Source: an optimization exercise on an open RTL-to-GDS flow (aim: small area and a short achievable clock period). Production flows keep margins and buffers that such runs may drop.
Where RTL was checked, it was by simulation tests only, not by an equivalence proof against the original.
Power and IR drop assume default switching activity.

## v8
Design mult_top, start of the top module:
module mult_top(
    input clk,
    input  [15:0] x,
    input  [15:0] y,
    output [31:0] p_out
    );
==> flow/config.mk <==
export PLATFORM = sky130hd
export DESIGN_NAME = mult_top
export DESIGN_NICKNAME = mult_top
export VERILOG_FILES = /design/flow/design.v
export SDC_FILE = /design/flow/constraint.sdc
export NUM_CORES = 4
export LEC_CHECK = 0
export CAP_MARGIN = 20
export CORE_MARGIN = 2
export CORE_UTILIZATION = 60
export SETUP_SLACK_MARGIN = 1.75
export SLEW_MARGIN = 20
==> flow/constraint.sdc <==
create_clock -name core_clock -period 5.0 [get_ports {clk}]
set_input_delay 1.0000 -clock core_clock [delete_from_list [all_inputs] [get_ports {clk}]]
set_output_delay 1.0000 -clock core_clock [all_outputs]
set_load 0.01 [all_outputs]
standard.sh (not shown) runs the stock make flow with config.mk's settings and CLKGATE_MAP_FILE= SYNTH_SCRIPT=/design/flow/synth_recipe.tcl, a recipe that flattens the netlist after the stock synthesis.
==> flow/flow/run.sh <==
#!/bin/bash
# The standard layout; the only change is the port buffer cell (buf_1 instead of the default).
set -euo pipefail
export BUFFER_PORTS_ARGS="-buffer_cell sky130_fd_sc_hd__buf_1"
bash standard.sh > standard.log 2>&1
diff inputs: v8 => v32
--- a/flow/design.v
+++ b/flow/design.v
@@ -201,16 +201,38 @@
     wire q117 = b2_13^q81^q80;
     wire q118 = (b2_13&q81)|(b2_13&q80)|(q81&q80);
     wire q119 = b1_16^b2_14^q82;
     wire q120 = (b1_16&b2_14)|(b1_16&q82)|(b2_14&q82);
     wire q121 = 1'b1^b2_15;
     wire q122 = 1'b1&b2_15;
     wire [31:0] ra = {1'b1,b2_16,q121,q119,q117,q115,q113,q111,q109,q107,q105,q103,q101,q99,q97,q95,q93,q91,q89,q87,q85,q83,ob[9],ob[8],ob[7],ob[6],ob[5],ob[4],ob[3],ob[2],ob[1],ob[0]};
     wire [31:0] rb = {1'b0,q122,q120,q118,q116,q114,q112,q110,q108,q106,q104,q102,q100,q98,q96,q94,q92,q90,q88,q86,q84,b0_0,1'b0,1'b0,1'b0,1'b0,1'b0,1'b0,1'b0,1'b0,1'b0,1'b0};
     wire [16:0] lo = ra[15:0] + rb[15:0];
-    reg [15:0] r2lo; reg r2c; reg [15:0] r2a, r2b;
+    wire [15:0] gg = ra[31:16] & rb[31:16];    
+    wire [15:0] pp = ra[31:16] ^ rb[31:16];    
+    reg [15:0] r2lo; reg r2c; reg [15:0] r2g, r2p;
     always @(posedge clk) begin
-        r2lo <= lo[15:0]; r2c <= lo[16]; r2a <= ra[31:16]; r2b <= rb[31:16];
+        r2lo <= lo[15:0]; r2c <= lo[16]; r2g <= gg; r2p <= pp;
     end
-    wire [16:0] h3 = {r2a, 1'b1} + {r2b, r2c};
-    assign p_out = {h3[16:1], r2lo};
+    wire [15:0] cy;
+    ks16 pfx(.g({r2g[14:0], r2c}), .p({r2p[14:0], 1'b0}), .c(cy));
+    assign p_out = {r2p ^ cy, r2lo};
 endmodule
+module ks16(input [15:0] g, input [15:0] p, output [15:0] c);
+    wire [15:0] gl [0:4];
+    wire [15:0] pl [0:4];
+    assign gl[0] = g;
+    assign pl[0] = p;
+    genvar l, i;
+    generate for (l = 0; l < 4; l = l + 1) begin : lv
+        for (i = 0; i < 16; i = i + 1) begin : bt
+            if (i >= (1 << l)) begin : op
+                assign gl[l+1][i] = gl[l][i] | (pl[l][i] & gl[l][i - (1 << l)]);
+                assign pl[l+1][i] = pl[l][i] & pl[l][i - (1 << l)];
+            end else begin : pass
+                assign gl[l+1][i] = gl[l][i];
+                assign pl[l+1][i] = pl[l][i];
+            end
+        end
+    end endgenerate
+    assign c = gl[4];
+endmodule
==> results.txt <==
Both conditions hold for v32: the flow ran to the end and the final layout passed the timing, design-rule and antenna checks. v8 reached the final stage; the timing, design-rule and antenna checks on its layout passed. Looking only at total global-route track usage, and setting everything else aside, the lower value of v32 and v8 goes to v8. Changes observed in v32 relative to v8: met2 demand-to-capacity share in global routing went up by 1.4 points, arrival time at the worst endpoint has increased, met1 demand-to-capacity share in global routing moved up, peak fanout along the critical path now sits higher, fmax +about 3.3%.
The RTL of v32 was laid out without a check of its function.

========
mult_top, a different RTL version from the one above (not shown whole).
Size: roughly 640 cells after synthesis, about 81 flip-flops, ~0.0060 mm2 of cells after synthesis.
export LEC_CHECK = 0
export CAP_MARGIN = 20
export CORE_MARGIN = 2
export CORE_UTILIZATION = 60
export SETUP_SLACK_MARGIN = 1.0
export SLEW_MARGIN = 20
create_clock -name core_clock -period 5.0 [get_ports {clk}]
Scripts as last shown in full above: flow/flow/run.sh
Next try:
--- a/flow/design.v
+++ b/flow/design.v
@@ -205,14 +205,15 @@
     wire q121 = 1'b1^b2_15;
     wire q122 = 1'b1&b2_15;
     wire [31:0] ra = {1'b1,b2_16,q121,q119,q117,q115,q113,q111,q109,q107,q105,q103,q101,q99,q97,q95,q93,q91,q89,q87,q85,q83,ob[9],ob[8],ob[7],ob[6],ob[5],ob[4],ob[3],ob[2],ob[1],ob[0]};
     wire [31:0] rb = {1'b0,q122,q120,q118,q116,q114,q112,q110,q108,q106,q104,q102,q100,q98,q96,q94,q92,q90,q88,q86,q84,b0_0,1'b0,1'b0,1'b0,1'b0,1'b0,1'b0,1'b0,1'b0,1'b0,1'b0};
     wire [16:0] lo = ra[15:0] + rb[15:0];
     wire [8:0] mid = ra[23:16] + rb[23:16];
     reg [15:0] r2lo; reg [7:0] r2mid; reg r2c; reg [7:0] r2a, r2b; reg r2mc;
     always @(posedge clk) begin
         r2lo <= lo[15:0]; r2mid <= mid[7:0]; r2c <= lo[16]; r2a <= ra[31:24]; r2b <= rb[31:24]; r2mc <= mid[8];
     end
-    wire [8:0] m3 = r2mid + {{7{1'b0}}, r2c};
-    wire [7:0] h3 = r2a + r2b + (m3[8] | r2mc);    
-    assign p_out = {h3, m3[7:0], r2lo};
+    wire c24 = r2mc | (r2c & (&r2mid));
+    wire [8:0] m3 = {r2mid, 1'b1} + {{8{1'b0}}, r2c};
+    wire [8:0] h3 = {r2a, 1'b1} + {r2b, c24};
+    assign p_out = {h3[8:1], m3[8:1], r2lo};
 endmodule
Effect:
- area after synthesis climbs by 1.9%
- clock power fell by about 16%
- setup slack is worse by 99 ps
- power grows by about 5%
- via count went up by about 5%
- critical path depth climbs by 2
- hold slack loses 33 ps
- die area goes up by about 1.8%
No functional check of the RTL was part of the second run of this note.

========
Another version of the RTL of mult_top (not shown whole).
Size in the first run: about 670 cells after synthesis, about 90 flip-flops, ~65 I/O pins.
export LEC_CHECK = 0
export CAP_MARGIN = 20
export CORE_MARGIN = 2
export CORE_UTILIZATION = 60
export SETUP_SLACK_MARGIN = 1.6
export SLEW_MARGIN = 20
create_clock -name core_clock -period 5.0 [get_ports {clk}]
Scripts as last shown in full above: flow/flow/run.sh
The starting point ran to the end with no violations.
Change:
--- a/flow/design.v
+++ b/flow/design.v
@@ -202,37 +202,15 @@
     wire q118 = (b2_13&q81)|(b2_13&q80)|(q81&q80);
     wire q119 = b1_16^b2_14^q82;
     wire q120 = (b1_16&b2_14)|(b1_16&q82)|(b2_14&q82);
     wire q121 = 1'b1^b2_15;
     wire q122 = 1'b1&b2_15;
     wire [31:0] ra = {1'b1,b2_16,q121,q119,q117,q115,q113,q111,q109,q107,q105,q103,q101,q99,q97,q95,q93,q91,q89,q87,q85,q83,ob[9],ob[8],ob[7],ob[6],ob[5],ob[4],ob[3],ob[2],ob[1],ob[0]};
     wire [31:0] rb = {1'b0,q122,q120,q118,q116,q114,q112,q110,q108,q106,q104,q102,q100,q98,q96,q94,q92,q90,q88,q86,q84,b0_0,1'b0,1'b0,1'b0,1'b0,1'b0,1'b0,1'b0,1'b0,1'b0,1'b0};
     wire [14:0] lo = ra[13:0] + rb[13:0];
-    wire [17:0] gg = ra[31:14] & rb[31:14];    
-    wire [17:0] pp = ra[31:14] ^ rb[31:14];    
-    reg [13:0] r2lo; reg r2c; reg [17:0] r2g, r2p;
+    reg [13:0] r2lo; reg r2c; reg [17:0] r2a, r2b;
     always @(posedge clk) begin
-        r2lo <= lo[13:0]; r2c <= lo[14]; r2g <= gg; r2p <= pp;
+        r2lo <= lo[13:0]; r2c <= lo[14]; r2a <= ra[31:14]; r2b <= rb[31:14];
     end
-    wire [17:0] cy;
-    ks18 pfx(.g({r2g[16:0], r2c}), .p({r2p[16:0], 1'b0}), .c(cy));
-    assign p_out = {r2p ^ cy, r2lo};
+    wire [18:0] h3 = {r2a, 1'b1} + {r2b, r2c};
+    assign p_out = {h3[18:1], r2lo};
 endmodule
-module ks18(input [17:0] g, input [17:0] p, output [17:0] c);
-    wire [17:0] gl [0:5];
-    wire [17:0] pl [0:5];
-    assign gl[0] = g;
-    assign pl[0] = p;
-    genvar l, i;
-    generate for (l = 0; l < 5; l = l + 1) begin : lv
-        for (i = 0; i < 18; i = i + 1) begin : bt
-            if (i >= (1 << l)) begin : op
-                assign gl[l+1][i] = gl[l][i] | (pl[l][i] & gl[l][i - (1 << l)]);
-                assign pl[l+1][i] = pl[l][i] & pl[l][i - (1 << l)];
-            end else begin : pass
-                assign gl[l+1][i] = gl[l][i];
-                assign pl[l+1][i] = pl[l][i];
-            end
-        end
-    end endgenerate
-    assign c = gl[5];
-endmodule
Die area rises by a few percent.
Power rises by about a fifth.
Sequential power falls by a little under a tenth.
Worst hold slack gets worse by 5.8 ps.
Global-route usage rises by 0.39 points.
Count of clock-buffer cells in the layout falls by 1.
Design area rises by a few percent.
Sequential cell count does not change.
Clock power rises by about a fifth.
Routed wire length rises by a few percent.
Clock skew hardly moves.
Via count rises by roughly a tenth.
First-iteration DRC count rises slightly.
The RTL of the second run of this note was laid out without a check of its function.

========
## the baseline
Another version of the RTL of mult_top (not shown whole).
Size in the first run: roughly 680 cells after synthesis, ~74 flip-flops, ~65 I/O pins.
export LEC_CHECK = 0
export CAP_MARGIN = 20
export CORE_MARGIN = 2
export CORE_UTILIZATION = 60
export SETUP_SLACK_MARGIN = 1.0
export SLEW_MARGIN = 20
create_clock -name core_clock -period 5.0 [get_ports {clk}]
Scripts as last shown in full above: flow/flow/run.sh
### the baseline -> the candidate
--- a/flow/design.v
+++ b/flow/design.v
@@ -197,21 +197,23 @@
     wire q113 = q49^q76^q77;
     wire q114 = (q49&q76)|(q49&q77)|(q76&q77);
     wire q115 = q50^q79^q78;
     wire q116 = (q50&q79)|(q50&q78)|(q79&q78);
     wire q117 = b2_13^q81^q80;
     wire q118 = (b2_13&q81)|(b2_13&q80)|(q81&q80);
     wire q119 = b1_16^b2_14^q82;
     wire q120 = (b1_16&b2_14)|(b1_16&q82)|(b2_14&q82);
     wire q121 = 1'b1^b2_15;
     wire q122 = 1'b1&b2_15;
     wire [31:0] ra = {1'b1,b2_16,q121,q119,q117,q115,q113,q111,q109,q107,q105,q103,q101,q99,q97,q95,q93,q91,q89,q87,q85,q83,ob[9],ob[8],ob[7],ob[6],ob[5],ob[4],ob[3],ob[2],ob[1],ob[0]};
     wire [31:0] rb = {1'b0,q122,q120,q118,q116,q114,q112,q110,q108,q106,q104,q102,q100,q98,q96,q94,q92,q90,q88,q86,q84,b0_0,1'b0,1'b0,1'b0,1'b0,1'b0,1'b0,1'b0,1'b0,1'b0,1'b0};
-    wire [20:0] lo = ra[19:0] + rb[19:0];
-    wire [12:0] mid = ra[31:20] + rb[31:20];
-    reg [19:0] r2lo; reg [11:0] r2mid; reg r2c;
+    wire [14:0] lo = ra[13:0] + rb[13:0];
+    wire [10:0] mid = ra[23:14] + rb[23:14];
+    reg [13:0] r2lo; reg [9:0] r2mid; reg r2c; reg [7:0] r2a, r2b; reg r2mc;
     always @(posedge clk) begin
-        r2lo <= lo[19:0]; r2mid <= mid[11:0]; r2c <= lo[20];
+        r2lo <= lo[13:0]; r2mid <= mid[9:0]; r2c <= lo[14]; r2a <= ra[31:24]; r2b <= rb[31:24]; r2mc <= mid[10];
     end
-    wire [12:0] m3 = {r2mid, 1'b1} + {{12{1'b0}}, r2c};
-    assign p_out = {m3[12:1], r2lo};
+    wire c24 = r2mc | (r2c & (&r2mid));
+    wire [10:0] m3 = {r2mid, 1'b1} + {{10{1'b0}}, r2c};
+    wire [8:0] h3 = {r2a, 1'b1} + {r2b, c24};
+    assign p_out = {h3[8:1], m3[10:1], r2lo};
 endmodule
==> comparison <==
Run comparison: the baseline last element of the critical path r2mid[10]; the candidate last element of the critical path r2mid[9]. Compared with the baseline, in the candidate global-route wire length before repair fell about 4%; HPWL after detailed placement went down by 7.5%; routed wire length on met3 now larger; sequential portion of the cell area +2.1 points; cell count after synthesis down 39. The candidate gives more fraction of cell area in non-clock buffers than the baseline did.
No functional check of the RTL was part of any run of this note.

-- re-timing with driven ports --
In the flow no input, the clock included, has a driving cell. The finished layouts below were timed again as built, in two steps. Step 1, drivers: a clkbuf_16 drives clk and a buf_2 each remaining input, both assumed. Step 2 also shifts input and output timing later by t, the mid clock arrival at the registers, as if the neighbouring blocks saw the same clock. Slacks: no drivers / after step 1 / after step 2; pairs: no drivers / after step 1.
| run | t, ns | setup WS [ns] | worst register clock-pin slew, ns | cell pins on the clock port's net |
|---|---|---|---|---|
| v8 | 0.403 | 1.774 / 1.738 / 1.856 | 0.09 / 0.09 | 1 |
| v32 | 0.409 | 1.877 / 1.877 / 1.877 | 0.10 / 0.10 | 1 |
| the first run of note 2 | 0.398 | 1.162 / 1.128 / 1.208 | 0.09 / 0.09 | 1 |
| the second run of note 2 | 0.394 | 1.063 / 1.063 / 1.063 | 0.09 / 0.09 | 1 |
| the first run of note 3 | 0.399 | 1.763 / 1.728 / 1.855 | 0.09 / 0.09 | 1 |
| the second run of note 3 | 0.404 | 1.693 / 1.657 / 1.932 | 0.09 / 0.09 | 1 |
| the baseline | 0.401 | 1.161 / 1.161 / 1.161 | 0.08 / 0.08 | 1 |
| the candidate | 0.399 | 1.146 / 1.146 / 1.146 | 0.09 / 0.09 | 1 |
After both steps setup and hold are still met in every run listed.
